From an optimization exercise on the open Yosys and OpenROAD flow, aimed at small area and a short achievable clock period; shortcuts taken in it are not production practice.
Function was checked by simulation only, so behaviour that the tests miss may differ from the original.
Power is estimated from default activity; no workload was simulated.

==> design.v <==
module fused_multiply_add
(
     input                                   clk
   , input                                   rst
   , input                                   cntrl_load
   , input        [31:0]                     cntrl_init
   , input                                   pass
   , input        [15:0]                     m
   , input        [15:0]                     x
   , input        [15:0]                     c
   , output logic                            y_valid_r
   , output logic [31:0]                     y_w
);
  logic [31:0] ys_r, yc_r;
  wire [15:0] cg = {16{pass}} & c;
  wire [15:0] xg = {16{pass}} & x;
  wire [16:-1] xe = {1'b0, xg, 1'b0};
  wire [15:-1] me = {m, 1'b0};
  wire one0 = (me[0] ^ me[-1]);
  wire two0 = ((me[1] & ~me[0] & ~me[-1]) | (~me[1] & me[0] & me[-1]));
  wire neg0 = me[1];
  wire [16:0] pp0;
  assign pp0[0] = ((one0 & xe[0]) | (two0 & xe[-1])) ^ neg0;
  assign pp0[1] = ((one0 & xe[1]) | (two0 & xe[0])) ^ neg0;
  assign pp0[2] = ((one0 & xe[2]) | (two0 & xe[1])) ^ neg0;
  assign pp0[3] = ((one0 & xe[3]) | (two0 & xe[2])) ^ neg0;
  assign pp0[4] = ((one0 & xe[4]) | (two0 & xe[3])) ^ neg0;
  assign pp0[5] = ((one0 & xe[5]) | (two0 & xe[4])) ^ neg0;
  assign pp0[6] = ((one0 & xe[6]) | (two0 & xe[5])) ^ neg0;
  assign pp0[7] = ((one0 & xe[7]) | (two0 & xe[6])) ^ neg0;
  assign pp0[8] = ((one0 & xe[8]) | (two0 & xe[7])) ^ neg0;
  assign pp0[9] = ((one0 & xe[9]) | (two0 & xe[8])) ^ neg0;
  assign pp0[10] = ((one0 & xe[10]) | (two0 & xe[9])) ^ neg0;
  assign pp0[11] = ((one0 & xe[11]) | (two0 & xe[10])) ^ neg0;
  assign pp0[12] = ((one0 & xe[12]) | (two0 & xe[11])) ^ neg0;
  assign pp0[13] = ((one0 & xe[13]) | (two0 & xe[12])) ^ neg0;
  assign pp0[14] = ((one0 & xe[14]) | (two0 & xe[13])) ^ neg0;
  assign pp0[15] = ((one0 & xe[15]) | (two0 & xe[14])) ^ neg0;
  assign pp0[16] = ((one0 & xe[16]) | (two0 & xe[15])) ^ neg0;
  wire one1 = (me[2] ^ me[1]);
  wire two1 = ((me[3] & ~me[2] & ~me[1]) | (~me[3] & me[2] & me[1]));
  wire neg1 = me[3];
  wire [16:0] pp1;
  assign pp1[0] = ((one1 & xe[0]) | (two1 & xe[-1])) ^ neg1;
  assign pp1[1] = ((one1 & xe[1]) | (two1 & xe[0])) ^ neg1;
  assign pp1[2] = ((one1 & xe[2]) | (two1 & xe[1])) ^ neg1;
  assign pp1[3] = ((one1 & xe[3]) | (two1 & xe[2])) ^ neg1;
  assign pp1[4] = ((one1 & xe[4]) | (two1 & xe[3])) ^ neg1;
  assign pp1[5] = ((one1 & xe[5]) | (two1 & xe[4])) ^ neg1;
  assign pp1[6] = ((one1 & xe[6]) | (two1 & xe[5])) ^ neg1;
  assign pp1[7] = ((one1 & xe[7]) | (two1 & xe[6])) ^ neg1;
  assign pp1[8] = ((one1 & xe[8]) | (two1 & xe[7])) ^ neg1;
  assign pp1[9] = ((one1 & xe[9]) | (two1 & xe[8])) ^ neg1;
  assign pp1[10] = ((one1 & xe[10]) | (two1 & xe[9])) ^ neg1;
  assign pp1[11] = ((one1 & xe[11]) | (two1 & xe[10])) ^ neg1;
  assign pp1[12] = ((one1 & xe[12]) | (two1 & xe[11])) ^ neg1;
  assign pp1[13] = ((one1 & xe[13]) | (two1 & xe[12])) ^ neg1;
  assign pp1[14] = ((one1 & xe[14]) | (two1 & xe[13])) ^ neg1;
  assign pp1[15] = ((one1 & xe[15]) | (two1 & xe[14])) ^ neg1;
  assign pp1[16] = ((one1 & xe[16]) | (two1 & xe[15])) ^ neg1;
  wire one2 = (me[4] ^ me[3]);
  wire two2 = ((me[5] & ~me[4] & ~me[3]) | (~me[5] & me[4] & me[3]));
  wire neg2 = me[5];
  wire [16:0] pp2;
  assign pp2[0] = ((one2 & xe[0]) | (two2 & xe[-1])) ^ neg2;
  assign pp2[1] = ((one2 & xe[1]) | (two2 & xe[0])) ^ neg2;
  assign pp2[2] = ((one2 & xe[2]) | (two2 & xe[1])) ^ neg2;
  assign pp2[3] = ((one2 & xe[3]) | (two2 & xe[2])) ^ neg2;
  assign pp2[4] = ((one2 & xe[4]) | (two2 & xe[3])) ^ neg2;
  assign pp2[5] = ((one2 & xe[5]) | (two2 & xe[4])) ^ neg2;
  assign pp2[6] = ((one2 & xe[6]) | (two2 & xe[5])) ^ neg2;
  assign pp2[7] = ((one2 & xe[7]) | (two2 & xe[6])) ^ neg2;
  assign pp2[8] = ((one2 & xe[8]) | (two2 & xe[7])) ^ neg2;
  assign pp2[9] = ((one2 & xe[9]) | (two2 & xe[8])) ^ neg2;
  assign pp2[10] = ((one2 & xe[10]) | (two2 & xe[9])) ^ neg2;
  assign pp2[11] = ((one2 & xe[11]) | (two2 & xe[10])) ^ neg2;
  assign pp2[12] = ((one2 & xe[12]) | (two2 & xe[11])) ^ neg2;
  assign pp2[13] = ((one2 & xe[13]) | (two2 & xe[12])) ^ neg2;
  assign pp2[14] = ((one2 & xe[14]) | (two2 & xe[13])) ^ neg2;
  assign pp2[15] = ((one2 & xe[15]) | (two2 & xe[14])) ^ neg2;
  assign pp2[16] = ((one2 & xe[16]) | (two2 & xe[15])) ^ neg2;
  wire one3 = (me[6] ^ me[5]);
  wire two3 = ((me[7] & ~me[6] & ~me[5]) | (~me[7] & me[6] & me[5]));
  wire neg3 = me[7];
  wire [16:0] pp3;
  assign pp3[0] = ((one3 & xe[0]) | (two3 & xe[-1])) ^ neg3;
  assign pp3[1] = ((one3 & xe[1]) | (two3 & xe[0])) ^ neg3;
  assign pp3[2] = ((one3 & xe[2]) | (two3 & xe[1])) ^ neg3;
  assign pp3[3] = ((one3 & xe[3]) | (two3 & xe[2])) ^ neg3;
  assign pp3[4] = ((one3 & xe[4]) | (two3 & xe[3])) ^ neg3;
  assign pp3[5] = ((one3 & xe[5]) | (two3 & xe[4])) ^ neg3;
  assign pp3[6] = ((one3 & xe[6]) | (two3 & xe[5])) ^ neg3;
  assign pp3[7] = ((one3 & xe[7]) | (two3 & xe[6])) ^ neg3;
  assign pp3[8] = ((one3 & xe[8]) | (two3 & xe[7])) ^ neg3;
  assign pp3[9] = ((one3 & xe[9]) | (two3 & xe[8])) ^ neg3;
  assign pp3[10] = ((one3 & xe[10]) | (two3 & xe[9])) ^ neg3;
  assign pp3[11] = ((one3 & xe[11]) | (two3 & xe[10])) ^ neg3;
  assign pp3[12] = ((one3 & xe[12]) | (two3 & xe[11])) ^ neg3;
  assign pp3[13] = ((one3 & xe[13]) | (two3 & xe[12])) ^ neg3;
  assign pp3[14] = ((one3 & xe[14]) | (two3 & xe[13])) ^ neg3;
  assign pp3[15] = ((one3 & xe[15]) | (two3 & xe[14])) ^ neg3;
  assign pp3[16] = ((one3 & xe[16]) | (two3 & xe[15])) ^ neg3;
  wire one4 = (me[8] ^ me[7]);
  wire two4 = ((me[9] & ~me[8] & ~me[7]) | (~me[9] & me[8] & me[7]));
  wire neg4 = me[9];
  wire [16:0] pp4;
  assign pp4[0] = ((one4 & xe[0]) | (two4 & xe[-1])) ^ neg4;
  assign pp4[1] = ((one4 & xe[1]) | (two4 & xe[0])) ^ neg4;
  assign pp4[2] = ((one4 & xe[2]) | (two4 & xe[1])) ^ neg4;
  assign pp4[3] = ((one4 & xe[3]) | (two4 & xe[2])) ^ neg4;
  assign pp4[4] = ((one4 & xe[4]) | (two4 & xe[3])) ^ neg4;
  assign pp4[5] = ((one4 & xe[5]) | (two4 & xe[4])) ^ neg4;
  assign pp4[6] = ((one4 & xe[6]) | (two4 & xe[5])) ^ neg4;
  assign pp4[7] = ((one4 & xe[7]) | (two4 & xe[6])) ^ neg4;
  assign pp4[8] = ((one4 & xe[8]) | (two4 & xe[7])) ^ neg4;
  assign pp4[9] = ((one4 & xe[9]) | (two4 & xe[8])) ^ neg4;
  assign pp4[10] = ((one4 & xe[10]) | (two4 & xe[9])) ^ neg4;
  assign pp4[11] = ((one4 & xe[11]) | (two4 & xe[10])) ^ neg4;
  assign pp4[12] = ((one4 & xe[12]) | (two4 & xe[11])) ^ neg4;
  assign pp4[13] = ((one4 & xe[13]) | (two4 & xe[12])) ^ neg4;
  assign pp4[14] = ((one4 & xe[14]) | (two4 & xe[13])) ^ neg4;
  assign pp4[15] = ((one4 & xe[15]) | (two4 & xe[14])) ^ neg4;
  assign pp4[16] = ((one4 & xe[16]) | (two4 & xe[15])) ^ neg4;
  wire one5 = (me[10] ^ me[9]);
  wire two5 = ((me[11] & ~me[10] & ~me[9]) | (~me[11] & me[10] & me[9]));
  wire neg5 = me[11];
  wire [16:0] pp5;
  assign pp5[0] = ((one5 & xe[0]) | (two5 & xe[-1])) ^ neg5;
  assign pp5[1] = ((one5 & xe[1]) | (two5 & xe[0])) ^ neg5;
  assign pp5[2] = ((one5 & xe[2]) | (two5 & xe[1])) ^ neg5;
  assign pp5[3] = ((one5 & xe[3]) | (two5 & xe[2])) ^ neg5;
  assign pp5[4] = ((one5 & xe[4]) | (two5 & xe[3])) ^ neg5;
  assign pp5[5] = ((one5 & xe[5]) | (two5 & xe[4])) ^ neg5;
  assign pp5[6] = ((one5 & xe[6]) | (two5 & xe[5])) ^ neg5;
  assign pp5[7] = ((one5 & xe[7]) | (two5 & xe[6])) ^ neg5;
  assign pp5[8] = ((one5 & xe[8]) | (two5 & xe[7])) ^ neg5;
  assign pp5[9] = ((one5 & xe[9]) | (two5 & xe[8])) ^ neg5;
  assign pp5[10] = ((one5 & xe[10]) | (two5 & xe[9])) ^ neg5;
  assign pp5[11] = ((one5 & xe[11]) | (two5 & xe[10])) ^ neg5;
  assign pp5[12] = ((one5 & xe[12]) | (two5 & xe[11])) ^ neg5;
  assign pp5[13] = ((one5 & xe[13]) | (two5 & xe[12])) ^ neg5;
  assign pp5[14] = ((one5 & xe[14]) | (two5 & xe[13])) ^ neg5;
  assign pp5[15] = ((one5 & xe[15]) | (two5 & xe[14])) ^ neg5;
  assign pp5[16] = ((one5 & xe[16]) | (two5 & xe[15])) ^ neg5;
  wire one6 = (me[12] ^ me[11]);
  wire two6 = ((me[13] & ~me[12] & ~me[11]) | (~me[13] & me[12] & me[11]));
  wire neg6 = me[13];
  wire [16:0] pp6;
  assign pp6[0] = ((one6 & xe[0]) | (two6 & xe[-1])) ^ neg6;
  assign pp6[1] = ((one6 & xe[1]) | (two6 & xe[0])) ^ neg6;
  assign pp6[2] = ((one6 & xe[2]) | (two6 & xe[1])) ^ neg6;
  assign pp6[3] = ((one6 & xe[3]) | (two6 & xe[2])) ^ neg6;
  assign pp6[4] = ((one6 & xe[4]) | (two6 & xe[3])) ^ neg6;
  assign pp6[5] = ((one6 & xe[5]) | (two6 & xe[4])) ^ neg6;
  assign pp6[6] = ((one6 & xe[6]) | (two6 & xe[5])) ^ neg6;
  assign pp6[7] = ((one6 & xe[7]) | (two6 & xe[6])) ^ neg6;
  assign pp6[8] = ((one6 & xe[8]) | (two6 & xe[7])) ^ neg6;
  assign pp6[9] = ((one6 & xe[9]) | (two6 & xe[8])) ^ neg6;
  assign pp6[10] = ((one6 & xe[10]) | (two6 & xe[9])) ^ neg6;
  assign pp6[11] = ((one6 & xe[11]) | (two6 & xe[10])) ^ neg6;
  assign pp6[12] = ((one6 & xe[12]) | (two6 & xe[11])) ^ neg6;
  assign pp6[13] = ((one6 & xe[13]) | (two6 & xe[12])) ^ neg6;
  assign pp6[14] = ((one6 & xe[14]) | (two6 & xe[13])) ^ neg6;
  assign pp6[15] = ((one6 & xe[15]) | (two6 & xe[14])) ^ neg6;
  assign pp6[16] = ((one6 & xe[16]) | (two6 & xe[15])) ^ neg6;
  wire one7 = (me[14] ^ me[13]);
  wire two7 = ((me[15] & ~me[14] & ~me[13]) | (~me[15] & me[14] & me[13]));
  wire neg7 = me[15];
  wire [16:0] pp7;
  assign pp7[0] = ((one7 & xe[0]) | (two7 & xe[-1])) ^ neg7;
  assign pp7[1] = ((one7 & xe[1]) | (two7 & xe[0])) ^ neg7;
  assign pp7[2] = ((one7 & xe[2]) | (two7 & xe[1])) ^ neg7;
  assign pp7[3] = ((one7 & xe[3]) | (two7 & xe[2])) ^ neg7;
  assign pp7[4] = ((one7 & xe[4]) | (two7 & xe[3])) ^ neg7;
  assign pp7[5] = ((one7 & xe[5]) | (two7 & xe[4])) ^ neg7;
  assign pp7[6] = ((one7 & xe[6]) | (two7 & xe[5])) ^ neg7;
  assign pp7[7] = ((one7 & xe[7]) | (two7 & xe[6])) ^ neg7;
  assign pp7[8] = ((one7 & xe[8]) | (two7 & xe[7])) ^ neg7;
  assign pp7[9] = ((one7 & xe[9]) | (two7 & xe[8])) ^ neg7;
  assign pp7[10] = ((one7 & xe[10]) | (two7 & xe[9])) ^ neg7;
  assign pp7[11] = ((one7 & xe[11]) | (two7 & xe[10])) ^ neg7;
  assign pp7[12] = ((one7 & xe[12]) | (two7 & xe[11])) ^ neg7;
  assign pp7[13] = ((one7 & xe[13]) | (two7 & xe[12])) ^ neg7;
  assign pp7[14] = ((one7 & xe[14]) | (two7 & xe[13])) ^ neg7;
  assign pp7[15] = ((one7 & xe[15]) | (two7 & xe[14])) ^ neg7;
  assign pp7[16] = ((one7 & xe[16]) | (two7 & xe[15])) ^ neg7;
  wire s1, c2;
  fma_fa u_s1 (.a(ys_r[0]), .b(yc_r[0]), .ci(cg[0]), .s(s1), .co(c2));
  wire s3 = s1 ^ neg0;
  wire c4 = s1 & neg0;
  wire s5, c6;
  fma_fa u_s5 (.a(ys_r[1]), .b(yc_r[1]), .ci(cg[1]), .s(s5), .co(c6));
  wire s7, c8;
  fma_fa u_s7 (.a(c2), .b(s5), .ci(c4), .s(s7), .co(c8));
  wire s9, c10;
  fma_fa u_s9 (.a(ys_r[2]), .b(yc_r[2]), .ci(cg[2]), .s(s9), .co(c10));
  wire s11, c12;
  fma_fa u_s11 (.a(c6), .b(s9), .ci(neg1), .s(s11), .co(c12));
  wire s13, c14;
  fma_fa u_s13 (.a(pp0[2]), .b(pp1[0]), .ci(s11), .s(s13), .co(c14));
  wire s15, c16;
  fma_fa u_s15 (.a(ys_r[3]), .b(yc_r[3]), .ci(cg[3]), .s(s15), .co(c16));
  wire s17, c18;
  fma_fa u_s17 (.a(c10), .b(s15), .ci(pp0[3]), .s(s17), .co(c18));
  wire s19, c20;
  fma_fa u_s19 (.a(pp1[1]), .b(c12), .ci(s17), .s(s19), .co(c20));
  wire s21, c22;
  fma_fa u_s21 (.a(ys_r[4]), .b(yc_r[4]), .ci(cg[4]), .s(s21), .co(c22));
  wire s23, c24;
  fma_fa u_s23 (.a(c16), .b(s21), .ci(neg2), .s(s23), .co(c24));
  wire s25, c26;
  fma_fa u_s25 (.a(pp0[4]), .b(pp1[2]), .ci(pp2[0]), .s(s25), .co(c26));
  wire s27, c28;
  fma_fa u_s27 (.a(s23), .b(c18), .ci(s25), .s(s27), .co(c28));
  wire s29, c30;
  fma_fa u_s29 (.a(ys_r[5]), .b(yc_r[5]), .ci(cg[5]), .s(s29), .co(c30));
  wire s31, c32;
  fma_fa u_s31 (.a(c22), .b(s29), .ci(pp0[5]), .s(s31), .co(c32));
  wire s33, c34;
  fma_fa u_s33 (.a(pp1[3]), .b(pp2[1]), .ci(c24), .s(s33), .co(c34));
  wire s35, c36;
  fma_fa u_s35 (.a(c26), .b(s31), .ci(s33), .s(s35), .co(c36));
  wire s37, c38;
  fma_fa u_s37 (.a(ys_r[6]), .b(yc_r[6]), .ci(cg[6]), .s(s37), .co(c38));
  wire s39, c40;
  fma_fa u_s39 (.a(c30), .b(s37), .ci(neg3), .s(s39), .co(c40));
  wire s41, c42;
  fma_fa u_s41 (.a(pp0[6]), .b(pp1[4]), .ci(pp2[2]), .s(s41), .co(c42));
  wire s43, c44;
  fma_fa u_s43 (.a(pp3[0]), .b(s39), .ci(c32), .s(s43), .co(c44));
  wire s45, c46;
  fma_fa u_s45 (.a(s41), .b(c34), .ci(s43), .s(s45), .co(c46));
  wire s47, c48;
  fma_fa u_s47 (.a(ys_r[7]), .b(yc_r[7]), .ci(cg[7]), .s(s47), .co(c48));
  wire s49, c50;
  fma_fa u_s49 (.a(c38), .b(s47), .ci(pp0[7]), .s(s49), .co(c50));
  wire s51, c52;
  fma_fa u_s51 (.a(pp1[5]), .b(pp2[3]), .ci(pp3[1]), .s(s51), .co(c52));
  wire s53, c54;
  fma_fa u_s53 (.a(c40), .b(c42), .ci(s49), .s(s53), .co(c54));
  wire s55, c56;
  fma_fa u_s55 (.a(s51), .b(c44), .ci(s53), .s(s55), .co(c56));
  wire s57, c58;
  fma_fa u_s57 (.a(ys_r[8]), .b(yc_r[8]), .ci(cg[8]), .s(s57), .co(c58));
  wire s59, c60;
  fma_fa u_s59 (.a(c48), .b(s57), .ci(neg4), .s(s59), .co(c60));
  wire s61, c62;
  fma_fa u_s61 (.a(pp0[8]), .b(pp1[6]), .ci(pp2[4]), .s(s61), .co(c62));
  wire s63, c64;
  fma_fa u_s63 (.a(pp3[2]), .b(pp4[0]), .ci(s59), .s(s63), .co(c64));
  wire s65, c66;
  fma_fa u_s65 (.a(c50), .b(c52), .ci(s61), .s(s65), .co(c66));
  wire s67, c68;
  fma_fa u_s67 (.a(s63), .b(c54), .ci(s65), .s(s67), .co(c68));
  wire s69, c70;
  fma_fa u_s69 (.a(ys_r[9]), .b(yc_r[9]), .ci(cg[9]), .s(s69), .co(c70));
  wire s71, c72;
  fma_fa u_s71 (.a(c58), .b(s69), .ci(pp0[9]), .s(s71), .co(c72));
  wire s73, c74;
  fma_fa u_s73 (.a(pp1[7]), .b(pp2[5]), .ci(pp3[3]), .s(s73), .co(c74));
  wire s75, c76;
  fma_fa u_s75 (.a(pp4[1]), .b(c60), .ci(c62), .s(s75), .co(c76));
  wire s77, c78;
  fma_fa u_s77 (.a(s71), .b(s73), .ci(c64), .s(s77), .co(c78));
  wire s79, c80;
  fma_fa u_s79 (.a(s75), .b(c66), .ci(s77), .s(s79), .co(c80));
  wire s81, c82;
  fma_fa u_s81 (.a(ys_r[10]), .b(yc_r[10]), .ci(cg[10]), .s(s81), .co(c82));
  wire s83, c84;
  fma_fa u_s83 (.a(c70), .b(s81), .ci(neg5), .s(s83), .co(c84));
  wire s85, c86;
  fma_fa u_s85 (.a(pp0[10]), .b(pp1[8]), .ci(pp2[6]), .s(s85), .co(c86));
  wire s87, c88;
  fma_fa u_s87 (.a(pp3[4]), .b(pp4[2]), .ci(pp5[0]), .s(s87), .co(c88));
  wire s89, c90;
  fma_fa u_s89 (.a(s83), .b(c72), .ci(c74), .s(s89), .co(c90));
  wire s91, c92;
  fma_fa u_s91 (.a(s85), .b(s87), .ci(c76), .s(s91), .co(c92));
  wire s93, c94;
  fma_fa u_s93 (.a(s89), .b(c78), .ci(s91), .s(s93), .co(c94));
  wire s95, c96;
  fma_fa u_s95 (.a(ys_r[11]), .b(yc_r[11]), .ci(cg[11]), .s(s95), .co(c96));
  wire s97, c98;
  fma_fa u_s97 (.a(c82), .b(s95), .ci(pp0[11]), .s(s97), .co(c98));
  wire s99, c100;
  fma_fa u_s99 (.a(pp1[9]), .b(pp2[7]), .ci(pp3[5]), .s(s99), .co(c100));
  wire s101, c102;
  fma_fa u_s101 (.a(pp4[3]), .b(pp5[1]), .ci(c84), .s(s101), .co(c102));
  wire s103, c104;
  fma_fa u_s103 (.a(c86), .b(c88), .ci(s97), .s(s103), .co(c104));
  wire s105, c106;
  fma_fa u_s105 (.a(s99), .b(s101), .ci(c90), .s(s105), .co(c106));
  wire s107, c108;
  fma_fa u_s107 (.a(s103), .b(c92), .ci(s105), .s(s107), .co(c108));
  wire s109, c110;
  fma_fa u_s109 (.a(ys_r[12]), .b(yc_r[12]), .ci(cg[12]), .s(s109), .co(c110));
  wire s111, c112;
  fma_fa u_s111 (.a(c96), .b(s109), .ci(neg6), .s(s111), .co(c112));
  wire s113, c114;
  fma_fa u_s113 (.a(pp0[12]), .b(pp1[10]), .ci(pp2[8]), .s(s113), .co(c114));
  wire s115, c116;
  fma_fa u_s115 (.a(pp3[6]), .b(pp4[4]), .ci(pp5[2]), .s(s115), .co(c116));
  wire s117, c118;
  fma_fa u_s117 (.a(pp6[0]), .b(s111), .ci(c98), .s(s117), .co(c118));
  wire s119, c120;
  fma_fa u_s119 (.a(c100), .b(s113), .ci(s115), .s(s119), .co(c120));
  wire s121, c122;
  fma_fa u_s121 (.a(c102), .b(s117), .ci(c104), .s(s121), .co(c122));
  wire s123, c124;
  fma_fa u_s123 (.a(s119), .b(c106), .ci(s121), .s(s123), .co(c124));
  wire s125, c126;
  fma_fa u_s125 (.a(ys_r[13]), .b(yc_r[13]), .ci(cg[13]), .s(s125), .co(c126));
  wire s127, c128;
  fma_fa u_s127 (.a(c110), .b(s125), .ci(pp0[13]), .s(s127), .co(c128));
  wire s129, c130;
  fma_fa u_s129 (.a(pp1[11]), .b(pp2[9]), .ci(pp3[7]), .s(s129), .co(c130));
  wire s131, c132;
  fma_fa u_s131 (.a(pp4[5]), .b(pp5[3]), .ci(pp6[1]), .s(s131), .co(c132));
  wire s133, c134;
  fma_fa u_s133 (.a(c112), .b(c114), .ci(c116), .s(s133), .co(c134));
  wire s135, c136;
  fma_fa u_s135 (.a(s127), .b(s129), .ci(s131), .s(s135), .co(c136));
  wire s137, c138;
  fma_fa u_s137 (.a(c118), .b(s133), .ci(c120), .s(s137), .co(c138));
  wire s139, c140;
  fma_fa u_s139 (.a(s135), .b(c122), .ci(s137), .s(s139), .co(c140));
  wire s141, c142;
  fma_fa u_s141 (.a(ys_r[14]), .b(yc_r[14]), .ci(cg[14]), .s(s141), .co(c142));
  wire s143, c144;
  fma_fa u_s143 (.a(c126), .b(s141), .ci(neg7), .s(s143), .co(c144));
  wire s145, c146;
  fma_fa u_s145 (.a(pp0[14]), .b(pp1[12]), .ci(pp2[10]), .s(s145), .co(c146));
  wire s147, c148;
  fma_fa u_s147 (.a(pp3[8]), .b(pp4[6]), .ci(pp5[4]), .s(s147), .co(c148));
  wire s149, c150;
  fma_fa u_s149 (.a(pp6[2]), .b(pp7[0]), .ci(s143), .s(s149), .co(c150));
  wire s151, c152;
  fma_fa u_s151 (.a(c128), .b(c130), .ci(c132), .s(s151), .co(c152));
  wire s153, c154;
  fma_fa u_s153 (.a(s145), .b(s147), .ci(s149), .s(s153), .co(c154));
  wire s155, c156;
  fma_fa u_s155 (.a(c134), .b(s151), .ci(c136), .s(s155), .co(c156));
  wire s157, c158;
  fma_fa u_s157 (.a(s153), .b(c138), .ci(s155), .s(s157), .co(c158));
  wire s159, c160;
  fma_fa u_s159 (.a(ys_r[15]), .b(yc_r[15]), .ci(cg[15]), .s(s159), .co(c160));
  wire s161, c162;
  fma_fa u_s161 (.a(c142), .b(s159), .ci(pp0[15]), .s(s161), .co(c162));
  wire s163, c164;
  fma_fa u_s163 (.a(pp1[13]), .b(pp2[11]), .ci(pp3[9]), .s(s163), .co(c164));
  wire s165, c166;
  fma_fa u_s165 (.a(pp4[7]), .b(pp5[5]), .ci(pp6[3]), .s(s165), .co(c166));
  wire s167, c168;
  fma_fa u_s167 (.a(pp7[1]), .b(c144), .ci(c146), .s(s167), .co(c168));
  wire s169, c170;
  fma_fa u_s169 (.a(c148), .b(s161), .ci(s163), .s(s169), .co(c170));
  wire s171, c172;
  fma_fa u_s171 (.a(s165), .b(c150), .ci(c152), .s(s171), .co(c172));
  wire s173, c174;
  fma_fa u_s173 (.a(s167), .b(s169), .ci(c154), .s(s173), .co(c174));
  wire s175, c176;
  fma_fa u_s175 (.a(c156), .b(s171), .ci(s173), .s(s175), .co(c176));
  wire s177, c178;
  fma_fa u_s177 (.a(ys_r[16]), .b(yc_r[16]), .ci(c160), .s(s177), .co(c178));
  wire s179, c180;
  fma_fa u_s179 (.a(s177), .b(pp0[16]), .ci(pp1[14]), .s(s179), .co(c180));
  wire s181, c182;
  fma_fa u_s181 (.a(pp2[12]), .b(pp3[10]), .ci(pp4[8]), .s(s181), .co(c182));
  wire s183, c184;
  fma_fa u_s183 (.a(pp5[6]), .b(pp6[4]), .ci(pp7[2]), .s(s183), .co(c184));
  wire s185, c186;
  fma_fa u_s185 (.a(c162), .b(c164), .ci(c166), .s(s185), .co(c186));
  wire s187, c188;
  fma_fa u_s187 (.a(s179), .b(s181), .ci(s183), .s(s187), .co(c188));
  wire s189, c190;
  fma_fa u_s189 (.a(c168), .b(s185), .ci(c170), .s(s189), .co(c190));
  wire s191, c192;
  fma_fa u_s191 (.a(s187), .b(c172), .ci(s189), .s(s191), .co(c192));
  wire s193 = c174 ^ s191;
  wire c194 = c174 & s191;
  wire s195 = 1'b1 ^ ys_r[17] ^ yc_r[17];
  wire c196 = (1'b1 & ys_r[17]) | (1'b1 & yc_r[17]) | (ys_r[17] & yc_r[17]);
  wire s197, c198;
  fma_fa u_s197 (.a(s195), .b(~neg0), .ci(c178), .s(s197), .co(c198));
  wire s199, c200;
  fma_fa u_s199 (.a(pp1[15]), .b(pp2[13]), .ci(pp3[11]), .s(s199), .co(c200));
  wire s201, c202;
  fma_fa u_s201 (.a(pp4[9]), .b(pp5[7]), .ci(pp6[5]), .s(s201), .co(c202));
  wire s203, c204;
  fma_fa u_s203 (.a(pp7[3]), .b(s197), .ci(c180), .s(s203), .co(c204));
  wire s205, c206;
  fma_fa u_s205 (.a(c182), .b(c184), .ci(s199), .s(s205), .co(c206));
  wire s207, c208;
  fma_fa u_s207 (.a(s201), .b(c186), .ci(s203), .s(s207), .co(c208));
  wire s209, c210;
  fma_fa u_s209 (.a(c188), .b(s205), .ci(c190), .s(s209), .co(c210));
  wire s211, c212;
  fma_fa u_s211 (.a(s207), .b(c192), .ci(s209), .s(s211), .co(c212));
  wire s213 = 1'b1 ^ ys_r[18] ^ yc_r[18];
  wire c214 = (1'b1 & ys_r[18]) | (1'b1 & yc_r[18]) | (ys_r[18] & yc_r[18]);
  wire s215, c216;
  fma_fa u_s215 (.a(c196), .b(s213), .ci(pp1[16]), .s(s215), .co(c216));
  wire s217, c218;
  fma_fa u_s217 (.a(pp2[14]), .b(pp3[12]), .ci(pp4[10]), .s(s217), .co(c218));
  wire s219, c220;
  fma_fa u_s219 (.a(pp5[8]), .b(pp6[6]), .ci(pp7[4]), .s(s219), .co(c220));
  wire s221, c222;
  fma_fa u_s221 (.a(c198), .b(c200), .ci(c202), .s(s221), .co(c222));
  wire s223, c224;
  fma_fa u_s223 (.a(s215), .b(s217), .ci(s219), .s(s223), .co(c224));
  wire s225, c226;
  fma_fa u_s225 (.a(c204), .b(s221), .ci(c206), .s(s225), .co(c226));
  wire s227, c228;
  fma_fa u_s227 (.a(s223), .b(c208), .ci(s225), .s(s227), .co(c228));
  wire s229 = c210 ^ s227;
  wire c230 = c210 & s227;
  wire s231, c232;
  fma_fa u_s231 (.a(ys_r[19]), .b(yc_r[19]), .ci(c214), .s(s231), .co(c232));
  wire s233, c234;
  fma_fa u_s233 (.a(s231), .b(~neg1), .ci(pp2[15]), .s(s233), .co(c234));
  wire s235, c236;
  fma_fa u_s235 (.a(pp3[13]), .b(pp4[11]), .ci(pp5[9]), .s(s235), .co(c236));
  wire s237, c238;
  fma_fa u_s237 (.a(pp6[7]), .b(pp7[5]), .ci(c216), .s(s237), .co(c238));
  wire s239, c240;
  fma_fa u_s239 (.a(c218), .b(c220), .ci(s233), .s(s239), .co(c240));
  wire s241, c242;
  fma_fa u_s241 (.a(s235), .b(c222), .ci(s237), .s(s241), .co(c242));
  wire s243, c244;
  fma_fa u_s243 (.a(c224), .b(s239), .ci(c226), .s(s243), .co(c244));
  wire s245, c246;
  fma_fa u_s245 (.a(s241), .b(c228), .ci(s243), .s(s245), .co(c246));
  wire s247 = 1'b1 ^ ys_r[20] ^ yc_r[20];
  wire c248 = (1'b1 & ys_r[20]) | (1'b1 & yc_r[20]) | (ys_r[20] & yc_r[20]);
  wire s249, c250;
  fma_fa u_s249 (.a(s247), .b(c232), .ci(pp2[16]), .s(s249), .co(c250));
  wire s251, c252;
  fma_fa u_s251 (.a(pp3[14]), .b(pp4[12]), .ci(pp5[10]), .s(s251), .co(c252));
  wire s253, c254;
  fma_fa u_s253 (.a(pp6[8]), .b(pp7[6]), .ci(c234), .s(s253), .co(c254));
  wire s255, c256;
  fma_fa u_s255 (.a(c236), .b(s249), .ci(s251), .s(s255), .co(c256));
  wire s257, c258;
  fma_fa u_s257 (.a(c238), .b(s253), .ci(c240), .s(s257), .co(c258));
  wire s259, c260;
  fma_fa u_s259 (.a(s255), .b(c242), .ci(s257), .s(s259), .co(c260));
  wire s261 = c244 ^ s259;
  wire c262 = c244 & s259;
  wire s263, c264;
  fma_fa u_s263 (.a(ys_r[21]), .b(yc_r[21]), .ci(c248), .s(s263), .co(c264));
  wire s265, c266;
  fma_fa u_s265 (.a(s263), .b(~neg2), .ci(pp3[15]), .s(s265), .co(c266));
  wire s267, c268;
  fma_fa u_s267 (.a(pp4[13]), .b(pp5[11]), .ci(pp6[9]), .s(s267), .co(c268));
  wire s269, c270;
  fma_fa u_s269 (.a(pp7[7]), .b(c250), .ci(c252), .s(s269), .co(c270));
  wire s271, c272;
  fma_fa u_s271 (.a(s265), .b(s267), .ci(c254), .s(s271), .co(c272));
  wire s273, c274;
  fma_fa u_s273 (.a(s269), .b(c256), .ci(c258), .s(s273), .co(c274));
  wire s275, c276;
  fma_fa u_s275 (.a(s271), .b(c260), .ci(s273), .s(s275), .co(c276));
  wire s277 = 1'b1 ^ ys_r[22] ^ yc_r[22];
  wire c278 = (1'b1 & ys_r[22]) | (1'b1 & yc_r[22]) | (ys_r[22] & yc_r[22]);
  wire s279, c280;
  fma_fa u_s279 (.a(s277), .b(c264), .ci(pp3[16]), .s(s279), .co(c280));
  wire s281, c282;
  fma_fa u_s281 (.a(pp4[14]), .b(pp5[12]), .ci(pp6[10]), .s(s281), .co(c282));
  wire s283, c284;
  fma_fa u_s283 (.a(pp7[8]), .b(c266), .ci(c268), .s(s283), .co(c284));
  wire s285, c286;
  fma_fa u_s285 (.a(s279), .b(s281), .ci(c270), .s(s285), .co(c286));
  wire s287, c288;
  fma_fa u_s287 (.a(s283), .b(c272), .ci(s285), .s(s287), .co(c288));
  wire s289 = c274 ^ s287;
  wire c290 = c274 & s287;
  wire s291, c292;
  fma_fa u_s291 (.a(ys_r[23]), .b(yc_r[23]), .ci(c278), .s(s291), .co(c292));
  wire s293, c294;
  fma_fa u_s293 (.a(s291), .b(~neg3), .ci(pp4[15]), .s(s293), .co(c294));
  wire s295, c296;
  fma_fa u_s295 (.a(pp5[13]), .b(pp6[11]), .ci(pp7[9]), .s(s295), .co(c296));
  wire s297, c298;
  fma_fa u_s297 (.a(c280), .b(c282), .ci(s293), .s(s297), .co(c298));
  wire s299, c300;
  fma_fa u_s299 (.a(s295), .b(c284), .ci(s297), .s(s299), .co(c300));
  wire s301, c302;
  fma_fa u_s301 (.a(c286), .b(s299), .ci(c288), .s(s301), .co(c302));
  wire s303 = 1'b1 ^ ys_r[24] ^ yc_r[24];
  wire c304 = (1'b1 & ys_r[24]) | (1'b1 & yc_r[24]) | (ys_r[24] & yc_r[24]);
  wire s305, c306;
  fma_fa u_s305 (.a(s303), .b(c292), .ci(pp4[16]), .s(s305), .co(c306));
  wire s307, c308;
  fma_fa u_s307 (.a(pp5[14]), .b(pp6[12]), .ci(pp7[10]), .s(s307), .co(c308));
  wire s309, c310;
  fma_fa u_s309 (.a(c294), .b(c296), .ci(s305), .s(s309), .co(c310));
  wire s311, c312;
  fma_fa u_s311 (.a(s307), .b(c298), .ci(s309), .s(s311), .co(c312));
  wire s313 = c300 ^ s311;
  wire c314 = c300 & s311;
  wire s315, c316;
  fma_fa u_s315 (.a(ys_r[25]), .b(yc_r[25]), .ci(c304), .s(s315), .co(c316));
  wire s317, c318;
  fma_fa u_s317 (.a(s315), .b(~neg4), .ci(pp5[15]), .s(s317), .co(c318));
  wire s319, c320;
  fma_fa u_s319 (.a(pp6[13]), .b(pp7[11]), .ci(c306), .s(s319), .co(c320));
  wire s321, c322;
  fma_fa u_s321 (.a(c308), .b(s317), .ci(s319), .s(s321), .co(c322));
  wire s323, c324;
  fma_fa u_s323 (.a(c310), .b(c312), .ci(s321), .s(s323), .co(c324));
  wire s325 = 1'b1 ^ ys_r[26] ^ yc_r[26];
  wire c326 = (1'b1 & ys_r[26]) | (1'b1 & yc_r[26]) | (ys_r[26] & yc_r[26]);
  wire s327, c328;
  fma_fa u_s327 (.a(s325), .b(c316), .ci(pp5[16]), .s(s327), .co(c328));
  wire s329, c330;
  fma_fa u_s329 (.a(pp6[14]), .b(pp7[12]), .ci(c318), .s(s329), .co(c330));
  wire s331, c332;
  fma_fa u_s331 (.a(s327), .b(c320), .ci(s329), .s(s331), .co(c332));
  wire s333 = c322 ^ s331;
  wire c334 = c322 & s331;
  wire s335, c336;
  fma_fa u_s335 (.a(ys_r[27]), .b(yc_r[27]), .ci(c326), .s(s335), .co(c336));
  wire s337, c338;
  fma_fa u_s337 (.a(s335), .b(~neg5), .ci(pp6[15]), .s(s337), .co(c338));
  wire s339, c340;
  fma_fa u_s339 (.a(pp7[13]), .b(c328), .ci(s337), .s(s339), .co(c340));
  wire s341, c342;
  fma_fa u_s341 (.a(c330), .b(s339), .ci(c332), .s(s341), .co(c342));
  wire s343 = 1'b1 ^ ys_r[28] ^ yc_r[28];
  wire c344 = (1'b1 & ys_r[28]) | (1'b1 & yc_r[28]) | (ys_r[28] & yc_r[28]);
  wire s345, c346;
  fma_fa u_s345 (.a(s343), .b(c336), .ci(pp6[16]), .s(s345), .co(c346));
  wire s347, c348;
  fma_fa u_s347 (.a(pp7[14]), .b(c338), .ci(s345), .s(s347), .co(c348));
  wire s349 = c340 ^ s347;
  wire c350 = c340 & s347;
  wire s351, c352;
  fma_fa u_s351 (.a(ys_r[29]), .b(yc_r[29]), .ci(c344), .s(s351), .co(c352));
  wire s353, c354;
  fma_fa u_s353 (.a(s351), .b(~neg6), .ci(pp7[15]), .s(s353), .co(c354));
  wire s355, c356;
  fma_fa u_s355 (.a(c346), .b(s353), .ci(c348), .s(s355), .co(c356));
  wire s357 = 1'b1 ^ ys_r[30] ^ yc_r[30];
  wire c358 = (1'b1 & ys_r[30]) | (1'b1 & yc_r[30]) | (ys_r[30] & yc_r[30]);
  wire s359, c360;
  fma_fa u_s359 (.a(s357), .b(c352), .ci(pp7[16]), .s(s359), .co(c360));
  wire s361 = c354 ^ s359;
  wire c362 = c354 & s359;
  wire s363, c364;
  fma_fa u_s363 (.a(ys_r[31]), .b(yc_r[31]), .ci(c358), .s(s363), .co(c364));
  wire s365, c366;
  fma_fa u_s365 (.a(s363), .b(~neg7), .ci(c360), .s(s365), .co(c366));
  wire [31:0] r0 = {c362, c356, c350, c342, c334, c324, c314, c302, c290, c276, c262, c246, c230, c212, c194, c176, c158, c140, c124, c108, c94, c80, c68, c56, c46, c36, c28, c20, c14, c8, pp0[1], pp0[0]};
  wire [31:0] r1 = {s365, s361, s355, s349, s341, s333, s323, s313, s301, s289, s275, s261, s245, s229, s211, s193, s175, s157, s139, s123, s107, s93, s79, s67, s55, s45, s35, s27, s19, s13, s7, s3};
  always_ff @(posedge clk)
    if (rst) y_valid_r <= 1'b0;
    else     y_valid_r <= pass;
  always_ff @(posedge clk)
    if (cntrl_load) begin
      ys_r <= cntrl_init;
      yc_r <= 32'd0;
    end
    else begin
      ys_r <= r0;
      yc_r <= r1;
    end
  assign y_w = ys_r + yc_r;
endmodule
module fma_fa (input a, input b, input ci, output s, output co);
  assign s  = a ^ b ^ ci;
  assign co = (a & b) | (a & ci) | (b & ci);
endmodule
==> flow/run.sh <==
#!/bin/bash
export BUFFER_PORTS_ARGS="-buffer_cell sky130_fd_sc_hd__buf_2"
bash standard.sh > standard.log 2>&1
==> standard.sh <==
#!/bin/bash
# synth_recipe.tcl (not shown) runs the flow's synth.tcl, then flattens the netlist and writes it again
# the make line also repeats each setting of config.mk as NAME=value (left out here)
make -C /OpenROAD-flow-scripts/flow DESIGN_CONFIG=/design/flow/config.mk WORK_HOME=/design/flow/orfs CLKGATE_MAP_FILE= SYNTH_SCRIPT=/design/flow/synth_recipe.tcl "${@:-finish}"
==> config.mk <==
export PLATFORM = sky130hd
export DESIGN_NAME = fused_multiply_add
export DESIGN_NICKNAME = fused_multiply_add
export VERILOG_FILES = /design/flow/design.v
export SDC_FILE = /design/flow/constraint.sdc
export NUM_CORES = 4
export LEC_CHECK = 0
export ABC_AREA = 1
export CAP_MARGIN = 20
export CORE_MARGIN = 2
export CORE_UTILIZATION = 40
export SETUP_SLACK_MARGIN = 2.5
export SLEW_MARGIN = 20
export SYNTH_HIERARCHICAL = 1
export SYNTH_MINIMUM_KEEP_SIZE = 0
==> constraint.sdc <==
create_clock -name core_clock -period 8.0 [get_ports {clk}]
set_input_delay 1.6000 -clock core_clock [delete_from_list [all_inputs] [get_ports {clk}]]
set_output_delay 1.6000 -clock core_clock [all_outputs]
set_load 0.01 [all_outputs]
==> results of run 1 <==
[worst max-delay path: stages]
cell and delay, ns:
sky130_fd_sc_hd__buf_4 0.36, sky130_fd_sc_hd__or2_1 0.20, sky130_fd_sc_hd__nand2_1 0.39, sky130_fd_sc_hd__o22ai_1 0.36, sky130_fd_sc_hd__xor2_1 0.33, sky130_fd_sc_hd__fa_1 0.51, sky130_fd_sc_hd__fa_1 0.39, sky130_fd_sc_hd__fa_1 0.39
sky130_fd_sc_hd__fa_1 0.51, sky130_fd_sc_hd__fa_1 0.40, sky130_fd_sc_hd__inv_1 0.06, sky130_fd_sc_hd__nor2_1 0.03
[cell type report]
cell class | instances | area [sq um] | share of cell area
Clock buffer | 9 | 225 | 0.0192
Multi-Input combinational cell | 1037 | 8220 | 0.702
Inverter | 202 | 758 | 0.0647
Tap cell | 335 | 419 | 0.0358
Timing Repair Buffer | 122 | 646 | 0.0551
Clock inverter | 7 | 143 | 0.0122
Sequential cell | 65 | 1300 | 0.111
[modules after synthesis, one instance, submodules excluded]
module | cells | flops+latches | area, sq um | copies in the design
fma_fa | 1 | 0 | 20.0 | 166
fused_multiply_add | 1200 | 65 | 7220 | 1
[synthesized netlist by cell type (6+ instances only)]
cell type,count,area share
sky130_fd_sc_hd__a21oi_1,27,0.013
sky130_fd_sc_hd__buf_2,28,0.013
sky130_fd_sc_hd__buf_4,11,0.0078
sky130_fd_sc_hd__clkbuf_1,19,0.0068
sky130_fd_sc_hd__dfxtp_1,65,0.12
sky130_fd_sc_hd__fa_1,167,0.32
sky130_fd_sc_hd__ha_1,48,0.057
sky130_fd_sc_hd__inv_1,202,0.072
sky130_fd_sc_hd__nand2_1,384,0.14
sky130_fd_sc_hd__nand3_1,27,0.013
sky130_fd_sc_hd__nor2_1,91,0.032
sky130_fd_sc_hd__nor3_1,6,0.0028
sky130_fd_sc_hd__o21ai_0,10,0.0047
sky130_fd_sc_hd__o22ai_1,118,0.070
sky130_fd_sc_hd__xor2_1,141,0.12
[power breakdown]
| group | leakage, nW | switching (W) | internal (W) | total, W |
|---|---|---|---|---|
| Clock | 0.180 | 0.000146 | 0.000336 | 0.000482 |
| Combinational | 5.46 | 0.00282 | 0.00209 | 0.00491 |
| Sequential | 0.544 | 0.000129 | 0.000515 | 0.000644 |
| Total | 6.19 | 0.00309 | 0.00294 | 0.00603 |
[state kept, by name, summed over array words and instances, names as in the netlist]
| name | cells |
|---|---|
| yc_r | 32 |
| ys_r | 32 |
| y_valid_r | 1 |
[metal layers]
layer,global-route usage,wire [microns],vias to the layer above
met3,0.0303,2350,42
met4,0.0506,530,0
met1,0.344,14700,4297
li1,-,-,4376
met2,0.333,13000,377
met5,0,0,-
[metrics by stage]
step           hold slack, ns  std cells  utilization  instance area [sq um]  setup slack (ns)
6_report                0.875       1777        0.451                  11700              2.63
5_1_grt                 0.939       1777        0.451                  11700              2.51
4_1_cts                 0.890       1777        0.449                  11700              2.51
3_5_place_dp            0.829       1761        0.434                  11300              1.87
3_3_place_gp            0.848       1761        0.434                  11300              1.97
2_1_floorplan           0.727       1366            -                  10500              2.96
[worst paths after layout]
check,end,cells past startpoint,startpoint,slack (ns)
worst min-delay path,ys_r[2],4,yc_r[0],0.88
worst max-delay path,yc_r[17],12,m[5],2.63
worst max register to register,yc_r[19],9,ys_r[15],4.23
worst min register to register,ys_r[2],4,yc_r[0],0.88
[logic make-up after synthesis]
family	Yosys count	synth area share
buf+inv	264	0.101
xor+xnor	142	0.118
flops	65	0.123
compound gates	162	0.0929
fa+ha+maj	215	0.374
simple gates	518	0.191
[timing repair]
item,CTS,global route
cloned,0,0
setup endpoints to repair,11,10
setup buffers,0,0
resized for setup,3,20
==> summary.txt, run 1 <==
Counting distinct cell types in the post-synthesis netlist gives 26. The average routed wire per standard cell came out at 17.2 microns. The buffer levels on the longest clock path was 2. The all-layer global routing usage is 0.224. Adding up every negative setup slack in the final design gives 0 ns. Buffers inserted to repair hold after CTS numbered 0. The count of vias placed by the detailed router is 9092, and the part of the Yosys area used for sequential elements is 0.123. The number of iterations in the first detailed-routing pass is 5. The post-synthesis async set-or-reset flop share is 0. The pin count of the biggest net entering global routing was 65. The congestion estimate from routability-driven global placement came to 0.879.

The HPWL after detailed placement is 24.5 mm, and the count of H-tree levels built during CTS is 3. The maximum achievable frequency was 186 MHz. Final number of hold-violating endpoints: 0.

The first global-routing pass estimated 49.2 mm of wire. The clock net sink count is 65, and the number of pins with negative max-slew slack in the final report is 0. The number of enable flip-flop cells after synthesis works out to 0. In this run, the number of DRC markers left after iteration 0 of detailed routing was 817.

When the netlist entered floorplanning its net count stood at 1665. The die covers 0.0277 sq mm. For the worst-skew pair, the clock arrives at the later sink with an insertion delay of 0.33 ns.

The analysis attributes to cell leakage a power of 6.19 nW. The number of register bits inferred by synthesis works out to 65. The die boundary width was 166 microns. The number of cells produced by synthesis was 1366; the number of nets with antenna violations after routing was 0. In the layout the commonest cells are sky130_fd_sc_hd__nand2_1, sky130_fd_sc_hd__inv_1, sky130_fd_sc_hd__fa_1. Setup repair after global routing left no endpoint under its margin. Remaining routing DRC violations: 0.

The logs give 7 for the warning count from the yosys run and 0.00603 W for the total power. The highest net fanout along the worst path came out at 23. The most used flip-flop cell after synthesis was sky130_fd_sc_hd__dfxtp_1.

Power spread over the standard cell area amounts to 515 mW/mm^2. The smallest clock period supported by the final layout is computed as 5.37 ns. The critical path is of the input pin to flop type. The vertical die dimension came out at 166 microns. Element type at the critical path start: an input pin. Data arrives at the worst endpoint at 5.56 ns.

Each instance of the synthesized netlist takes up on average 7.72 sq um. Clock-pin slew of the registers on the worst-case setup and hold paths: 0.06 ns. Class of the tightest hold or removal check: flop to flop. The final layout contains routed wiring with a total length of 30.6 mm. In the final design database the tool counted 1736 nets. STA puts the critical path data required time at 8.19 ns. In this run the cell area of the synthesized design comes to 0.0105 sq mm. The number of antenna violations at the first check in global routing was 0.

The library cell used most frequently in the layout, excluding fill and tap cells, is sky130_fd_sc_hd__nand2_1. After filler insertion, the fill cell instance count of the layout stands at 2697. The number of clock buffers added by TritonCTS is 9.

In this run the count of I/O pins placed on the die edge is 117. Final count of negative-setup-slack endpoints: 0. The fraction of the cycle the final worst path needs was 0.672. Remaining global-route overflow: 0. The cell sitting at the root of the clock tree is a sky130_fd_sc_hd__clkbuf_16. The routed via count divided by cell count is 5.12. TritonCTS built the clock tree.

Number of global-route vias before repair: 9084. The fraction of final layout cells with drive strength greater than 1 is 0.108. For the final clock skew, the log shows 0.00668 ns.

The number of maximum-capacitance constraint violations came out at 0. The count of buffers inserted at the top-level ports was 116; the signed area change from the synthesized netlist to the final layout was 11.1%. The flow ran to the end and the layout has no timing, DRC or antenna violations.

The floorplan step defined a core boundary enclosing 0.0260 sq mm. The floorplan has 59 rows. For the number of inserted diodes, the log shows 0.

At the pin with the least slew margin, the transition time is 0.696 ns. VDD sags by at most 0.000210 V. The logs give 0.406 for the starting density of the core and 0.535 for the worst slew slack as a fraction of its limit. STA classifies the critical path endpoint as a flop.
==> inputs of run 2 (changes only) <==
--- a/config.mk
+++ b/config.mk
@@ -9,7 +9,6 @@
 export CAP_MARGIN = 20
 export CORE_MARGIN = 2
 export CORE_UTILIZATION = 40
-export SETUP_SLACK_MARGIN = 2.5
 export SLEW_MARGIN = 20
 export SYNTH_HIERARCHICAL = 1
 export SYNTH_MINIMUM_KEEP_SIZE = 0
==> run 2 against run 1 <==
Effect of this change: design area decreased by 0.51%; first-iteration DRC count is 6.1% higher; clock skew hardly changed; die area is the same; highest routed layer is now met5; clock-buffer cell count unchanged; maximum frequency shrank 3.7%.
==> summary.txt, run 2 <==
The die is 166 microns wide. The largest family of logic cells by synthesized area is adder cells. End point of the critical path: yc_r[17]. Top cell type's share of synthesized area: 0.317.

Fraction of the mapped netlist area in compound gates: 0.0929. For this block, the via count after detailed routing is 9154. No sink is reached through more buffers than the 2 on the longest clock path.

The clock power share came out at 0.080. TritonCTS built the clock tree. Clock net sink count: 65.

By count the netlist is led by sky130_fd_sc_hd__nand2_1, sky130_fd_sc_hd__inv_1, sky130_fd_sc_hd__fa_1. The H-tree generated during clock tree synthesis spans 3 levels. The top cell types in the final layout, fill and taps aside, are sky130_fd_sc_hd__nand2_1, sky130_fd_sc_hd__inv_1, sky130_fd_sc_hd__fa_1.

The worst setup path is of the input pin to flop kind. The run gives 0.00294 W as the internal power component. The pin count of the biggest net entering global routing is 65, and the number of enable flip-flop cells after synthesis is 0.

The library cell used most frequently in the layout, excluding fill and tap cells, is sky130_fd_sc_hd__nand2_1. The share of synthesized cell area in full adder, half adder and majority cells was 0.374. The switching share of total power was 0.513. The biggest area consumer among synthesized cells is sky130_fd_sc_hd__fa_1. A synthesized cell averages 7.72 sq um. Yosys mapped the design onto 26 distinct sky130hd cell types. The largest registers in the layout are yc_r: 32 flops, ys_r: 32 flops, y_valid_r: 1 flops. The simple-gate share of the synthesized area came out at 0.191. Traced cell by cell, the critical path runs through buf_2 -> nand2_1 -> nand2_1 -> nand2_1 -> o22ai_1 -> xor2_1 -> fa_1 -> fa_1 -> fa_1 -> fa_1 -> fa_1 -> inv_1 -> nor2_1.

The number of nets in the final layout is 1736. The synthesized netlist occupies a cell area of 0.0105 sq mm. The worst setup path is launched from an input pin.

The fraction of power consumed by sequential logic came out at 0.107. The post-synthesis mux area share was 0; the final-layout setup total negative slack was 0 ns. The tool flagged a number of max-cap violations equal to 0. The worst register-to-register path ends at yc_r[19].

CTS placed an instance of sky130_fd_sc_hd__clkbuf_16 at the clock tree root. The clock-pin slew of the registers on the worst-case setup and hold paths was 0.06 ns; the peak supply drop was 0.000211 V. Summed over all cells, the static leakage comes to 6.18 nW. The most used flip-flop cell after synthesis is sky130_fd_sc_hd__dfxtp_1. 117 I/O pins were placed. The flow ran to the end and the layout has no timing, DRC or antenna violations. The utilization after layout came out at 0.448. Number of resized instances in the post-cts repair step: 0.

The detailed router finished its first iteration with 867 violations. The vertical die dimension was 166 microns. The xor and xnor area share after synthesis works out to 0.118.

The data arrival time of the worst path came out at 5.77 ns. Highest net fanout along the worst path: 23. Number of antenna violations at the first check in global routing: 1.

The core region is 0.0260 sq mm. For this design, the slowest cell found on the critical path is sky130_fd_sc_hd__buf_2. The power per standard cell area came out at 518 mW/mm^2. After floorplanning, the core was divided into 59 placement rows. The worst slew slack as a fraction of its limit is 0.481.

The later pin in the worst-skew pair is clocked with a latency of 0.33 ns. The starting density of the core is 0.406, and the reg-to-reg setup timing slack is 4.23 ns. The critical path capture point type was a flop. For the finished layout, the period the worst path requires is 5.58 ns. After detailed placement, the total cell area comes to 0.0113 sq mm.

Global routing finished with a remaining overflow of 0. Counting stages on the worst path, the most repeated cell is sky130_fd_sc_hd__fa_1. Once routing completed, OpenROAD measured the worst setup slack at 2.42 ns. Tracing the worst setup path back leads to its startpoint at m[5]. The HPWL after detailed placement is 24.5 mm. The fraction of final layout cells with drive strength greater than 1 was 0.0992; the average routed wire per standard cell was 17.2 microns.

The count of buffers added on input and output ports is 116. For the total routed wirelength, the log shows 30.6 mm. Worst flop-to-flop path startpoint: ys_r[15]. Data on the critical path is required at its endpoint by 8.19 ns.

The routed via count divided by cell count works out to 5.15. The final-layout worst hold slack is 0.874 ns, and the number of pins with negative max-slew slack in the final report is 0. The Yosys step of the flow raised 7 warnings.

The class of the tightest hold or removal check was flop to flop. The run gives 0.879 as the final estimated routing congestion in global placement. The number of global-route vias before repair came out at 9068.

For this run, the detailed router's first-pass iteration total came to 7. The final number of hold-violating endpoints was 0; the final clock skew was 0.00681 ns. The number of buffers created by CTS is 9, and the final count of negative-setup-slack endpoints is 0. The first global-routing pass estimated 49.1 mm of wire.

The worst register-to-register path has a depth of 9. The area growth from synthesis to layout is 10.5%. Among all cell types in the netlist, the one instantiated most often is sky130_fd_sc_hd__nand2_1. After routing the design area is 0.0117 sq mm. Setup repair after global routing left no endpoint under its margin. The number of register bits inferred by synthesis came out at 65. The run gives 1.87 ns as the pre-CTS setup slack. The all-layer global routing usage is 0.224, and the maximum single-stage delay on the critical path is 0.56 ns.

The fraction of the cycle the final worst path needs came out at 0.697. Portion of total power attributed to combinational logic: 0.814. The repair_antennas step left the layout with diodes totalling 0. For the number of nets with antenna violations after routing, the log shows 0. Counting the fill cells in the layout gives 2701.

The part of the Yosys area used for sequential elements was 0.123; the pin slew with the least headroom to its limit was 0.776 ns. In the post-synthesis netlist, the biggest area contributors are sky130_fd_sc_hd__fa_1, sky130_fd_sc_hd__nand2_1, sky130_fd_sc_hd__dfxtp_1, sky130_fd_sc_hd__xor2_1, sky130_fd_sc_hd__inv_1. For this run, the top clock speed supported by timing is 179 MHz. The run gives 1665 as the net count of the mapped netlist. The floorplan step defined a die boundary enclosing 0.0277 sq mm. The number of hold buffers added after CTS is 0, and the post-synthesis async set-or-reset flop share is 0.

For the net switching component of the power, the log shows 0.00310 W. In the synthesized netlist, the number of instances is 1366. The tools report the remaining routing DRC violations as 0.

The number of setup buffers added after CTS is 0.
## run 2: cell types whose count changed in the layout (fill, tap and decap cells not counted), sizes merged
cell | previous run | this run
clkbuf | 15 | 9
buf | 116 | 122
## run 2: critical path: cells and delay by family
family | cells | cell delay (ns)
buffers and inverters | 2 | 0.62
XOR/XNOR | 1 | 0.32
AO/OA/AOI/OAI | 1 | 0.31
adder cells (fa/ha/maj) | 5 | 2.20
AND/OR/NAND/NOR | 4 | 0.69
## run 2: logic make-up (layout without fill, tap and decap cells)
| family | count (synthesis) | after routing |
|---|---|---|
| flops | 65 | 65 |
| xor+xnor | 142 | 142 |
| compound gates | 162 | 162 |
| simple gates | 518 | 518 |
| fa+ha+maj | 215 | 215 |
| buf+inv | 264 | 340 |
## run 2: worst min-delay path by stage
stage,startpoint,depth (start not counted),endpoint,slack [ns]
6_report,yc_r[0],4,ys_r[2],0.87
5_1_grt,yc_r[0],4,ys_r[2],0.94
4_1_cts,yc_r[0],4,ys_r[2],0.89
3_5_place_dp,yc_r[0],4,yc_r[0],0.83
3_3_place_gp,yc_r[0],4,ys_r[2],0.85
2_1_floorplan,yc_r[0],4,yc_r[0],0.73
## run 2: power by group through the flow
| stage | sequential (W) | clock [W] | combinational, W |
|---|---|---|---|
| 3_5_place_dp | 0.000651 | 0 | 0.00491 |
| 5_1_grt | 0.000669 | 0.000499 | 0.00579 |
| 4_1_cts | 0.000647 | 0.000488 | 0.00494 |
| 3_3_place_gp | 0.000650 | 0 | 0.00481 |
| 6_report | 0.000644 | 0.000482 | 0.00491 |
| 2_1_floorplan | 0.000612 | 0 | 0.00365 |
## run 2: per-layer routing
layer	track usage	wire (microns)
met5	0	13
met4	0.0495	476
met3	0.0310	2330
met2	0.333	13100
met1	0.345	14700
## run 2: layout make-up
cell class,instances,area [sq um],area share
Clock buffer,9,225,0.0193
Clock inverter,7,143,0.0122
Inverter,202,758,0.0651
Multi-Input combinational cell,1037,8180,0.702
Sequential cell,65,1300,0.112
Tap cell,335,419,0.0360
Timing Repair Buffer,122,626,0.0537
## run 2: per-module statistics from Yosys (local to each module, per instance)
| module | flip-flops and latches | times used | cell area [sq um] |
|---|---|---|---|
| fused_multiply_add | 65 | 1 | 7220 |
| fma_fa | 0 | 166 | 20.0 |
## run 2: stage by stage
stage          instances  total power, W
2_1_floorplan       1366         0.00426
3_3_place_gp        1761         0.00546
3_5_place_dp        1761         0.00556
4_1_cts             1777         0.00608
5_1_grt             1777         0.00696
6_report            1777         0.00604
==> inputs of run 3 (changes only) <==
--- a/config.mk
+++ b/config.mk
@@ -9,6 +9,7 @@
 export CAP_MARGIN = 20
 export CORE_MARGIN = 2
 export CORE_UTILIZATION = 40
+export SETUP_SLACK_MARGIN = 3.5
 export SLEW_MARGIN = 20
 export SYNTH_HIERARCHICAL = 1
 export SYNTH_MINIMUM_KEEP_SIZE = 0
==> run 3 against run 2 <==
Effect of this change: sequential share of layout area fell by 1.5 points; power is 10% higher; worst setup slack better by 0.80 ns; first-iteration DRC count decreased by 16%; synthesized area stayed put; largest power group unchanged.
==> summary.txt, run 3 <==
The flow ran to the end and the layout has no timing, DRC or antenna violations. The path type of the worst setup path is input pin to flop. The core region is 0.0260 sq mm.

In this run, synthesis inferred 0 flip-flops with an integrated enable. Counting every sink on the clock net gives 65. In the final layout, the multi-input gates occupy 0.00925 sq mm. In this run the power density over the cells is 494 mW/mm^2. The fraction of final layout cells with drive strength greater than 1 was 0.254; the post-synthesis async set-or-reset flop share was 0.

The worst slew slack as a fraction of its limit came out at 0.530. The largest registers in the layout are yc_r: 32 flops, ys_r: 32 flops, y_valid_r: 1 flops. After detailed routing, the number of remaining DRC violations is 0. The maximum single-stage delay on the critical path is 0.53 ns. Walking the worst path, the cells encountered are buf_12 -> buf_16 -> buf_16 -> nand2_4 -> inv_2 -> fa_2 -> fa_2 -> fa_1 -> fa_2 -> fa_1 -> fa_2 -> inv_1 -> nor2_1.

The top cell types in the final layout, fill and taps aside, are sky130_fd_sc_hd__nand2_1, sky130_fd_sc_hd__inv_1, sky130_fd_sc_hd__xor2_1. The analysis attributes to cell leakage a power of 6.69 nW. Setup repair after global routing could not meet its margin everywhere. All-layer global routing usage: 0.239. TritonCTS built the clock tree.

Most frequent cell after synthesis: sky130_fd_sc_hd__nand2_1. Final number of hold-violating endpoints: 0. For the total routed wirelength, the log shows 33.9 mm.

The part of the Yosys area used for sequential elements was 0.123; the time the worst path needs with I/O delays and setup was 4.78 ns. Detailed placement ended at an HPWL of 25.6 mm. In this run the core area contains 59 standard-cell rows. On the critical path the largest part of the delay comes from adder cells. The run gives 0 ns as the final-layout setup total negative slack. For the net count of the mapped netlist, the log shows 1665.

The fraction of the mapped netlist area in compound gates works out to 0.0929. The slowest cell on the critical path is sky130_fd_sc_hd__fa_2. For the number of inserted diodes, the log shows 0. Setup violations remaining at the end of the flow were counted as 0. The count of buffers inserted at the top-level ports is 116. For the starting density of the core, the log shows 0.406. The cell area that synthesis handed to floorplanning was 0.0105 sq mm.

The element type at the critical path start was an input pin. The most numerous cell on the critical path was sky130_fd_sc_hd__fa_2. In this run, CTS created clock tree buffers numbering 9. The first routing iteration left 726 violations. The signed area change from the synthesized netlist to the final layout is 28.1%, and the vertical die dimension is 166 microns.

Hold is met by 0.867 ns. The detail route stage leaves a number of antenna-violating nets equal to 0. Die outline area: 0.0277 sq mm. For this run, the leading register cell type out of synthesis is sky130_fd_sc_hd__dfxtp_1. The first detailed-routing pass took 5 iterations. Share of synthesized cell area in full adder, half adder and majority cells: 0.374. The startpoint identified for the worst hold timing path is yc_r[0]. Counting instances, the worst hold path has a depth of 4. The run gives 0.00130 sq mm as the sequential standard cell area. The number of register bits inferred by synthesis came out at 65. The largest family of logic cells by synthesized area is adder cells. The first-pass GRT wire length is 51.7 mm.

In this run the critical register-to-register path is launched from ys_r[18]. The highest net fanout along the worst path is 8. STA puts the critical path data required time at 8.19 ns. The number of maximum-capacitance constraint violations is 0. Entering global routing, the biggest net connects 65 pins. Clock latency on the worst-skew pair, taken at its later pin, is 0.33 ns. Dividing the detail-routed wire length by the instance count gives 18.4 microns. The warning count from the yosys run was 7; the buffer levels on the longest clock path was 2.

After layout, the worst setup slack is 3.22 ns. After synthesis, the mean cell area works out to 7.72 sq um. Xor and xnor area share after synthesis: 0.118.

The endpoint with the worst hold slack was ys_r[2]. Cell count of the worst reg-to-reg path: 11. The tools report the count of H-tree levels built during CTS as 3. At the pin with the least slew margin, the transition time is 0.706 ns. The die is 166 microns wide. Post-synthesis mux area share: 0. The count of vias placed by the detailed router is 9524, and the simple-gate share of the synthesized area is 0.191. Of all cell types, the one taking the most synthesized area is sky130_fd_sc_hd__fa_1. The number of antenna violations at the first check in global routing is 0. The commonest cells after synthesis are sky130_fd_sc_hd__nand2_1, sky130_fd_sc_hd__inv_1, sky130_fd_sc_hd__fa_1. Before CTS, the worst setup slack after placement is 2.25 ns. Global routing finished with a remaining overflow of 0. After detailed routing, the number of vias per cell comes to 5.17. Clock root buffer: sky130_fd_sc_hd__clkbuf_16. The clock-pin slew of the registers on the worst-case setup and hold paths came out at 0.06 ns. The library cell used most frequently in the layout, excluding fill and tap cells, is sky130_fd_sc_hd__nand2_1. Sorting the synthesized cells by area gives the leading types as sky130_fd_sc_hd__fa_1, sky130_fd_sc_hd__nand2_1, sky130_fd_sc_hd__dfxtp_1, sky130_fd_sc_hd__xor2_1, sky130_fd_sc_hd__inv_1.

In this run the critical register-to-register path is captured at yc_r[21]. The fraction of the cycle the final worst path needs was 0.598; the number of pins with negative max-slew slack in the final report was 0. The peak supply drop is 0.000271 V, and the number of nets in the final layout is 1801.

The top cell type's share of synthesized area came out at 0.317. The final estimated routing congestion in global placement is 0.898. The tools report the critical path capture point type as a flop. Static timing analysis puts the maximum clock frequency at 209 MHz.

After filler insertion, the fill cell instance count of the layout stands at 2438. After technology mapping, the gate count stands at 1366. For the number of global-route vias before repair, the log shows 9323. Buffers inserted to repair hold after CTS numbered 0.

Across all register-to-register paths, the minimum setup slack is 4.36 ns. Class of the tightest hold or removal check: flop to flop. The number of primary I/O pins was 117; the data arrival time of the worst path was 4.97 ns. The final clock skew was 0.00973 ns. The run gives 26 as the count of distinct cell types in the synthesized netlist.

The sum of buffers and inverters on the critical path works out to 5.
==> run 3: cell counts after synthesis <==
Identical to the previous run, type by type.
==> run 3: metrics by stage <==
step | std cells | util | area (sq um) | power [W]
4_1_cts | 1809 | 0.486 | 12600 | 0.00647
3_5_place_dp | 1758 | 0.442 | 11500 | 0.00586
2_1_floorplan | 1366 | - | 10900 | 0.00443
3_3_place_gp | 1758 | 0.442 | 11500 | 0.00577
6_report | 1842 | 0.520 | 13500 | 0.00667
5_1_grt | 1842 | 0.520 | 13500 | 0.00759
==> run 3: worst reg2reg max path, stage by stage (launching register included) <==
cell and delay, ns:
sky130_fd_sc_hd__dfxtp_1 0.34, sky130_fd_sc_hd__inv_1 0.05, sky130_fd_sc_hd__ha_1 0.18, sky130_fd_sc_hd__inv_1 0.06
sky130_fd_sc_hd__fa_1 0.49, sky130_fd_sc_hd__fa_1 0.47, sky130_fd_sc_hd__fa_1 0.51, sky130_fd_sc_hd__fa_2 0.45
sky130_fd_sc_hd__fa_2 0.36, sky130_fd_sc_hd__fa_2 0.54, sky130_fd_sc_hd__inv_1 0.04, sky130_fd_sc_hd__nor2_1 0.09
==> run 3: logic make-up (layout without fill, tap and decap cells) <==
| group | after synthesis | after routing |
|---|---|---|
| adder cells (fa/ha/maj) | 215 | 215 |
| flip-flops | 65 | 65 |
| buffers and inverters | 264 | 404 |
| AO/OA/AOI/OAI | 162 | 162 |
| XOR/XNOR | 142 | 142 |
| AND/OR/NAND/NOR | 518 | 519 |
==> run 3: power breakdown <==
part,switching (W),internal (W)
clock network,0.000152,0.000306
logic,0.00311,0.00247
registers,0.000118,0.000515
total,0.00338,0.00329
==> run 3: final cells by class <==
type                            count  area share
Clock inverter                      6     0.00852
Inverter                          202      0.0567
Tap cell                          335      0.0310
Clock buffer                       10      0.0169
Multi-Input combinational cell   1038       0.685
Sequential cell                    65      0.0963
Timing Repair inverter              1    0.000370
Timing Repair Buffer              185       0.105
==> run 3: per-module statistics from Yosys, one instance, submodules excluded <==
module	cell area, sq um	cells
fma_fa	20.0	1
fused_multiply_add	7220	1200
==> run 3: what timing repair did <==
action                     4_1_cts  5_1_grt
setup buffers                   34       29
setup endpoints to repair       41       31
cloned                           1        4
resized for setup              108      122
pin swaps                       26       34
==> run 3: how the worst max path moves through the flow <==
stage / start / end / slack [ns] / cells after the start
after global placement: pass / yc_r[19] / 2.32 / 12
after global routing: pass / yc_r[19] / 3.12 / 13
after floorplan: pass / yc_r[19] / 3.13 / 12
after CTS: pass / yc_r[19] / 3.22 / 13
after detailed placement: pass / yc_r[21] / 2.25 / 12
final: pass / yc_r[15] / 3.22 / 13
==> run 3: per-layer routing <==
| layer | wire, microns | track usage |
|---|---|---|
| met1 | 15300 | 0.345 |
| met5 | 0 | 0 |
| met3 | 2500 | 0.0324 |
| met4 | 853 | 0.0525 |
| met2 | 15300 | 0.383 |

## afterwards: timing with drivers on the ports
The flow's constraints put no driver on any port. The routed layouts listed below were extracted and timed again, unchanged, in two steps.
Step 1: set_driving_cell puts a clkbuf_16 on clk and a buf_2 on each other input, an assumption about the parent block.
Step 2 adds t to the input delays and takes it off the output delays; t is the mean of the earliest and latest rising clock arrival at the registers after step 1. Input paths then give back, and output paths get back, about the clock's delay inside the block.
Slacks: ideal / step 1 / step 2; pairs: ideal / step 1.
| run | t (ns) | slack for setup (ns) | worst setup path after step 2 | worst slew at a driven data input, ns |
|---|---|---|---|---|
| run 1 | 0.367 | 2.627 / 2.648 / 2.280 | input to register | 0.05 |
| run 2 | 0.367 | 2.422 / 2.444 / 2.077 | input to register | 0.05 |
| run 3 | 0.370 | 3.218 / 3.201 / 2.830 | input to register | 0.17 |
After both steps setup and hold are still met in every run listed. For run 3, which loses most, drivers alone change the setup slack by -0.017 ns; drivers and shift together by -0.388 ns.
